Context: an optimization exercise on an open-source flow, tuned for small area, a short achievable clock period and few clock cycles per item. The choices shown serve that exercise and are no tape-out recipe.
RTL that was checked went through simulation tests only; none was proved equivalent to the original.

## fpm
module fpm(
  input clk,
  input rst,
  input [31:0] number_in,
  input number_a_valid,
  output number_a_ready,
  input number_b_valid,
  output number_b_ready,
  output [31:0] number_out,
  output result_valid
);
Size: about 1800 cells after synthesis, ~260 flip-flops, about 19000 µm² of cells after synthesis.
Settings: LEC_CHECK=0, CAP_MARGIN=20, CORE_MARGIN=2, CORE_UTILIZATION=40, SETUP_SLACK_MARGIN=5, SLEW_MARGIN=20, SYNTH_HIERARCHICAL=1; clock period 9.0 ns.
standard.sh (not shown) runs the stock make flow with config.mk's settings and CLKGATE_MAP_FILE= SYNTH_SCRIPT=/design/flow/synth_recipe.tcl, a recipe that flattens the netlist after the stock synthesis.
==> flow/flow/run.sh <==
#!/bin/bash
set -euo pipefail
bash standard.sh SETUP_SLACK_MARGIN=5.5 BUFFER_PORTS_ARGS=-buffer_cell\ sky130_fd_sc_hd__buf_1 CTS_ARGS=-sink_clustering_enable\ -repair_clock_nets\ -dont_use_dummy_load\ -buf_list\ sky130_fd_sc_hd__clkbuf_16\ -sink_clustering_size\ 30\ -sink_clustering_max_diameter\ 70 finish > standard.log 2>&1
The first run produced a clean layout.
Edit:
==> flow/flow/run.sh (replaced) <==
#!/bin/bash
set -euo pipefail
bash standard.sh SETUP_SLACK_MARGIN=5.5 BUFFER_PORTS_ARGS=-buffer_cell\ sky130_fd_sc_hd__buf_1 CTS_ARGS=-sink_clustering_enable\ -repair_clock_nets\ -dont_use_dummy_load\ -buf_list\ sky130_fd_sc_hd__clkbuf_16\ -sink_clustering_size\ 35\ -sink_clustering_max_diameter\ 80 finish > standard.log 2>&1
Outcome:
- setup slack improves by 0.026 ns
- critical path depth does not change
- routed wire length drops by 1.0%
- worst hold slack stays flat
- cell area drops by 0.85%
- die area is unchanged
- via count drops by 0.55%
- fmax climbs by 0.74%
No run of this note included a check of the RTL's function; only the layout flow was run.

* * *

Another version of the RTL of fpm (not shown whole).
Size: ~2000 cells after synthesis, about 71 I/O pins, about 21000 sq um of cells after synthesis.
export LEC_CHECK = 0
export CAP_MARGIN = 20
export CORE_MARGIN = 2
export CORE_UTILIZATION = 40
export SETUP_SLACK_MARGIN = 5
export SLEW_MARGIN = 20
export SYNTH_HIERARCHICAL = 1
create_clock -name core_clock -period 9.0 [get_ports {clk}]
==> flow/flow/run.sh <==
#!/bin/bash
set -euo pipefail
bash standard.sh SETUP_SLACK_MARGIN=5.5 BUFFER_PORTS_ARGS=-buffer_cell\ sky130_fd_sc_hd__buf_2 CTS_ARGS=-sink_clustering_enable\ -repair_clock_nets\ -dont_use_dummy_load\ -buf_list\ sky130_fd_sc_hd__clkbuf_8\ -sink_clustering_size\ 25 finish > standard.log 2>&1
The first run ran to the end with no violations.
Next try:
==> flow/flow/run.sh (replaced) <==
#!/bin/bash
set -euo pipefail
bash standard.sh SETUP_SLACK_MARGIN=5.75 BUFFER_PORTS_ARGS=-buffer_cell\ sky130_fd_sc_hd__buf_2 CTS_ARGS=-sink_clustering_enable\ -repair_clock_nets\ -dont_use_dummy_load\ -buf_list\ sky130_fd_sc_hd__clkbuf_8\ -sink_clustering_size\ 25 finish > standard.log 2>&1
- The changed run completed without violations
- register-to-register slack is better by 0.11 ns
- via count goes up by 2.3%
- worst setup slack is better by 0.11 ns
- cell area goes up by 3.3%
- maximum frequency goes up by 3.2%
- sequential share of layout area goes down by 0.62 points
- critical path depth goes up by 8
- count of clock-buffer cells in the layout goes up by 2
- cell count goes up by 1.3%
No functional check of the RTL was part of any run of this note.

* * *

Another version of the RTL of fpm (not shown whole).
Size: ~260 flip-flops, roughly 71 I/O pins, ~20000 µm² of cells after synthesis.
==> flow/config.mk <==
export PLATFORM = sky130hd
export DESIGN_NAME = fpm
export DESIGN_NICKNAME = fpm
export VERILOG_FILES = /design/flow/design.v
export SDC_FILE = /design/flow/constraint.sdc
export NUM_CORES = 4
export LEC_CHECK = 0
export CAP_MARGIN = 20
export CORE_MARGIN = 2
export CORE_UTILIZATION = 40
export SETUP_SLACK_MARGIN = 5
export SLEW_MARGIN = 20
export SYNTH_HIERARCHICAL = 1
==> flow/constraint.sdc <==
create_clock -name core_clock -period 9.0 [get_ports {clk}]
set_input_delay 1.8000 -clock core_clock [delete_from_list [all_inputs] [get_ports {clk}]]
set_output_delay 1.8000 -clock core_clock [all_outputs]
set_load 0.01 [all_outputs]
==> flow/flow/run.sh <==
#!/bin/bash
set -euo pipefail
bash standard.sh SETUP_SLACK_MARGIN=5.5 BUFFER_PORTS_ARGS=-buffer_cell\ sky130_fd_sc_hd__buf_1 CTS_ARGS=-sink_clustering_enable\ -repair_clock_nets\ -dont_use_dummy_load\ -buf_list\ sky130_fd_sc_hd__clkbuf_16\ -sink_clustering_size\ 35\ -sink_clustering_max_diameter\ 80 finish > standard.log 2>&1
Testbench counts at the start, summed over its fixed seeds: cycles 6,440, items 3,200.
Next try:
==> flow/flow/run.sh (replaced) <==
#!/bin/bash
set -euo pipefail
bash standard.sh SETUP_SLACK_MARGIN=5.5 BUFFER_PORTS_ARGS=-buffer_cell\ sky130_fd_sc_hd__buf_2 CTS_ARGS=-sink_clustering_enable\ -repair_clock_nets\ -dont_use_dummy_load\ -buf_list\ sky130_fd_sc_hd__clkbuf_8\ -sink_clustering_size\ 25 finish > standard.log 2>&1
Settings changed: TNS_END_PERCENT set to 5.
What happened:
- The new run ran to the end with no violations
- count of clock-buffer cells in the layout went up by 28
- wire length came out higher slightly
- maximum frequency came out lower by a few percent
- hold slack improves by 0.061 ns
- setup slack loses 0.13 ns
- via count rose slightly
Next try:
==> flow/flow/run.sh (replaced) <==
#!/bin/bash
set -euo pipefail
bash standard.sh SETUP_SLACK_MARGIN=5.5 BUFFER_PORTS_ARGS=-buffer_cell\ sky130_fd_sc_hd__buf_1 CTS_ARGS=-sink_clustering_enable\ -repair_clock_nets\ -dont_use_dummy_load\ -buf_list\ sky130_fd_sc_hd__clkbuf_16\ -sink_clustering_size\ 40\ -sink_clustering_max_diameter\ 80 finish > standard.log 2>&1
Settings changed: TNS_END_PERCENT 5 to not set.
What happened:
- utilization goes down by 0.28 points
- hold slack degrades by 0.061 ns
- sequential cell count does not change

* * *

fpm, a different RTL version from the one above (not shown whole).
Size: roughly 20000 sq um of cells after synthesis.
make LEC_CHECK=0 CAP_MARGIN=20 CORE_MARGIN=2 CORE_UTILIZATION=40 SETUP_SLACK_MARGIN=5 SLEW_MARGIN=20 SYNTH_HIERARCHICAL=1 finish   # period 9.0 ns
run.sh (not shown) runs the stock make flow with config.mk's settings and CLKGATE_MAP_FILE= SYNTH_SCRIPT=/design/flow/synth_recipe.tcl, a recipe that flattens the netlist after the stock synthesis.
Stock flow here: none of the scripts above is used.
The baseline passed the timing, DRC and antenna checks.
Testbench counts at the start, summed over its fixed seeds: cycles 6,440, items 3,200.
Then changed:
- SETUP_SLACK_MARGIN: 5 -> 4
=>
- wire length hardly moves
- setup slack is worse by 0.56 ns
- final area is about the same
- utilization shrinks by 0.12 points
- global-route usage is about the same
- synthesized area does not change

* * *

rev 12:
The RTL this note starts from:
==> flow/design.v <==
`timescale 1ns / 1ps
module fpm(
  input clk,
  input rst,
  input [31:0] number_in,
  input number_a_valid,
  output number_a_ready,
  input number_b_valid,
  output number_b_ready,
  output [31:0] number_out,
  output result_valid
);
  reg phase;             
  reg v1;                
  reg v2;                
  reg [31:0] ra;
  reg [23:0] s1_hi;      
  reg [11:0] s1_lo;      
  reg [11:0] bhi;        
  reg [9:0]  s1_e;       
  reg        s1_s, s1_nan, s1_inf, s1_zero;
  reg [47:0] r;          
  reg [9:0]  e;          
  reg        s2_s, s2_nan, s2_inf, s2_zero, sub;
  wire a_fire = number_a_valid & ~phase;
  wire b_fire;
  wire [7:0]  ea = ra[30:23];
  wire [7:0]  eb = number_in[30:23];
  wire        ha = |ea;
  wire        hb = |eb;
  wire [23:0] ma = {ha, ra[22:0]};
  wire a_zero = ~ha & ~|ra[22:0];
  wire b_zero = ~hb & ~|number_in[22:0];
  wire a_infn = &ea;
  wire b_infn = &eb;
  wire a_nan  = a_infn & |ra[22:0];
  wire b_nan  = b_infn & |number_in[22:0];
  wire a_inf  = a_infn & ~|ra[22:0];
  wire b_inf  = b_infn & ~|number_in[22:0];
  wire [11:0] mm  = phase ? number_in[11:0] : bhi;
  wire [23:0] acc = phase ? 24'd0 : s1_hi;
  wire [35:0] x   = ma * mm + acc;
  wire fast_ok = r[47] ? (e != 10'd0 && !e[9]) : (r[46] && !e[9] && e > 10'd1);
  wire special = s2_nan | s2_inf | s2_zero;
  wire busy    = v2 & ~special & ~sub & ~fast_ok;
  assign b_fire = number_b_valid & phase & ~busy;
  assign number_a_ready = ~phase;
  assign number_b_ready = phase & ~busy;
  assign result_valid   = v2 & ~busy;
  always @(posedge clk) begin
    if (a_fire)
      ra <= number_in;
    if (b_fire) begin
      s1_hi <= x[35:12];
      s1_lo <= x[11:0];
      bhi <= {hb, number_in[22:12]};
      s1_e <= {2'b00, ea | {7'd0, ~ha}} + {2'b00, eb | {7'd0, ~hb}} - 10'd126;
      s1_nan <= a_nan | b_nan | (a_inf & b_zero) | (b_inf & a_zero);
      s1_s <= (ra[31] ^ number_in[31]) & ~(a_nan | b_nan);
      s1_inf <= a_inf | b_inf;
      s1_zero <= a_zero | b_zero;
    end
    if (v1) begin
      r <= {x, s1_lo};
      e <= s1_e;
      s2_s <= s1_s;
      s2_nan <= s1_nan;
      s2_inf <= s1_inf & ~s1_nan;
      s2_zero <= s1_zero & ~s1_nan & ~s1_inf;
      sub <= 1'b0;
    end else if (busy) begin
      if (e[9] || e == 10'd0) begin
        if (e[9] && e < 10'd994) begin  
          r <= {47'd0, |r};
          e <= 10'd1;
        end else begin
          r <= {1'b0, r[47:2], r[1] | r[0]};
          e <= e + 10'd1;
        end
      end else if (e == 10'd1) begin
        sub <= 1'b1;
      end else begin
        r <= {r[46:0], 1'b0};
        e <= e - 10'd1;
      end
    end
    if (rst == 0) begin
      phase <= 1'b0;
      v1 <= 1'b0;
      v2 <= 1'b0;
    end else begin
      if (a_fire) phase <= 1'b1;
      else if (b_fire) phase <= 1'b0;
      v1 <= b_fire;
      v2 <= v1 | busy;
    end
  end
  wire        hi   = r[47] | sub;
  wire [22:0] mant = hi ? r[46:24] : r[45:23];
  wire        g    = hi ? r[23] : r[22];
  wire        st   = hi ? |r[22:0] : |r[21:0];
  wire [9:0]  fe   = r[47] ? e : (sub ? 10'd0 : e - 10'd1);
  wire        inc  = g & (st | mant[0]);
  wire [32:0] rnd  = {fe, mant} + {32'd0, inc};
  wire        ovf  = rnd[32:23] >= 10'd255;
  assign number_out = s2_nan  ? {s2_s, 31'h7fc00000} :
                      s2_zero ? {s2_s, 31'd0} :
                      (s2_inf | ovf) ? {s2_s, 8'hff, 23'd0} :
                      {s2_s, rnd[30:0]};
endmodule
make LEC_CHECK=0 CAP_MARGIN=20 CORE_MARGIN=2 CORE_UTILIZATION=40 SLEW_MARGIN=20 finish   # period 9.0 ns
Testbench counts of rev 12, summed over its fixed seeds: cycles 6,416, items 3,200.
> inputs changed (rev 12 -> rev 13)
Settings: setting SETUP_SLACK_MARGIN to 2 for the first time.
- Comparing rev 13 and rev 12, the higher maximum clock frequency was measured on rev 13.
- Overall via count from detail_route delta (rev 13 − rev 12): unfavourable
- fa_1 as the cell with the largest stage delay on the worst path was reported by rev 13, and clkdlybuf4s50_1 by rev 12.
- Rev 13 against rev 12: setup slack after layout climbed 1.28 ns, proportion of cell area occupied by multi-input gates increased 0.95 points.
- Comparing rev 13 and rev 12, the lower cell count was measured on rev 12.

==> separate check: timing with driven ports <==
The results above use ideal ports. As a check the final layouts listed here were re-extracted and re-timed, cells and wires unchanged. Step 1 (the two cells are an assumption about what drives the block):
set clk [get_ports {clk}]
set_driving_cell -lib_cell sky130_fd_sc_hd__clkbuf_16 $clk
set_driving_cell -lib_cell sky130_fd_sc_hd__buf_2 [delete_from_list [all_inputs] $clk]
Step 2 times the ports against the registers' clock, not the clock port: input delays grow and output delays shrink by t, the midpoint of the rising clock arrivals with the driver on. Slacks: ideal ports / drivers / drivers and shift; pairs: ideal ports / drivers.
| run | t, ns | setup WS [ns] | latest minus earliest clock arrival (ns) |
|---|---|---|---|
| the first run of note 1 | 0.584 | 5.537 / 5.537 / 5.537 | 0.079 / 0.078 |
| the second run of note 1 | 0.577 | 5.563 / 5.563 / 5.563 | 0.057 / 0.056 |
| the first run of note 2 | 0.646 | 5.593 / 5.593 / 5.467 | 0.065 / 0.066 |
| the second run of note 2 | 0.654 | 5.699 / 5.699 / 5.482 | 0.088 / 0.087 |
| the first run of note 3 | 0.571 | 5.590 / 5.590 / 5.463 | 0.066 / 0.065 |
| the second run of note 3 | 0.643 | 5.458 / 5.458 / 5.458 | 0.052 / 0.051 |
| the third run of note 3 | 0.571 | 5.590 / 5.590 / 5.463 | 0.066 / 0.065 |
| the first run of note 4 | 0.635 | 5.040 / 4.982 / 4.814 | 0.033 / 0.033 |
| the second run of note 4 | 0.639 | 4.483 / 4.425 / 4.523 | 0.037 / 0.037 |
| rev 12 | 0.495 | 0.839 / 0.853 / 0.358 | 0.009 / 0.009 |
| rev 13 | 0.497 | 2.117 / 2.131 / 1.633 | 0.014 / 0.013 |
After both steps every run listed still meets setup and hold. The setup slack of rev 13, which loses most, moves by +0.014 ns with the drivers and by -0.484 ns with both steps.
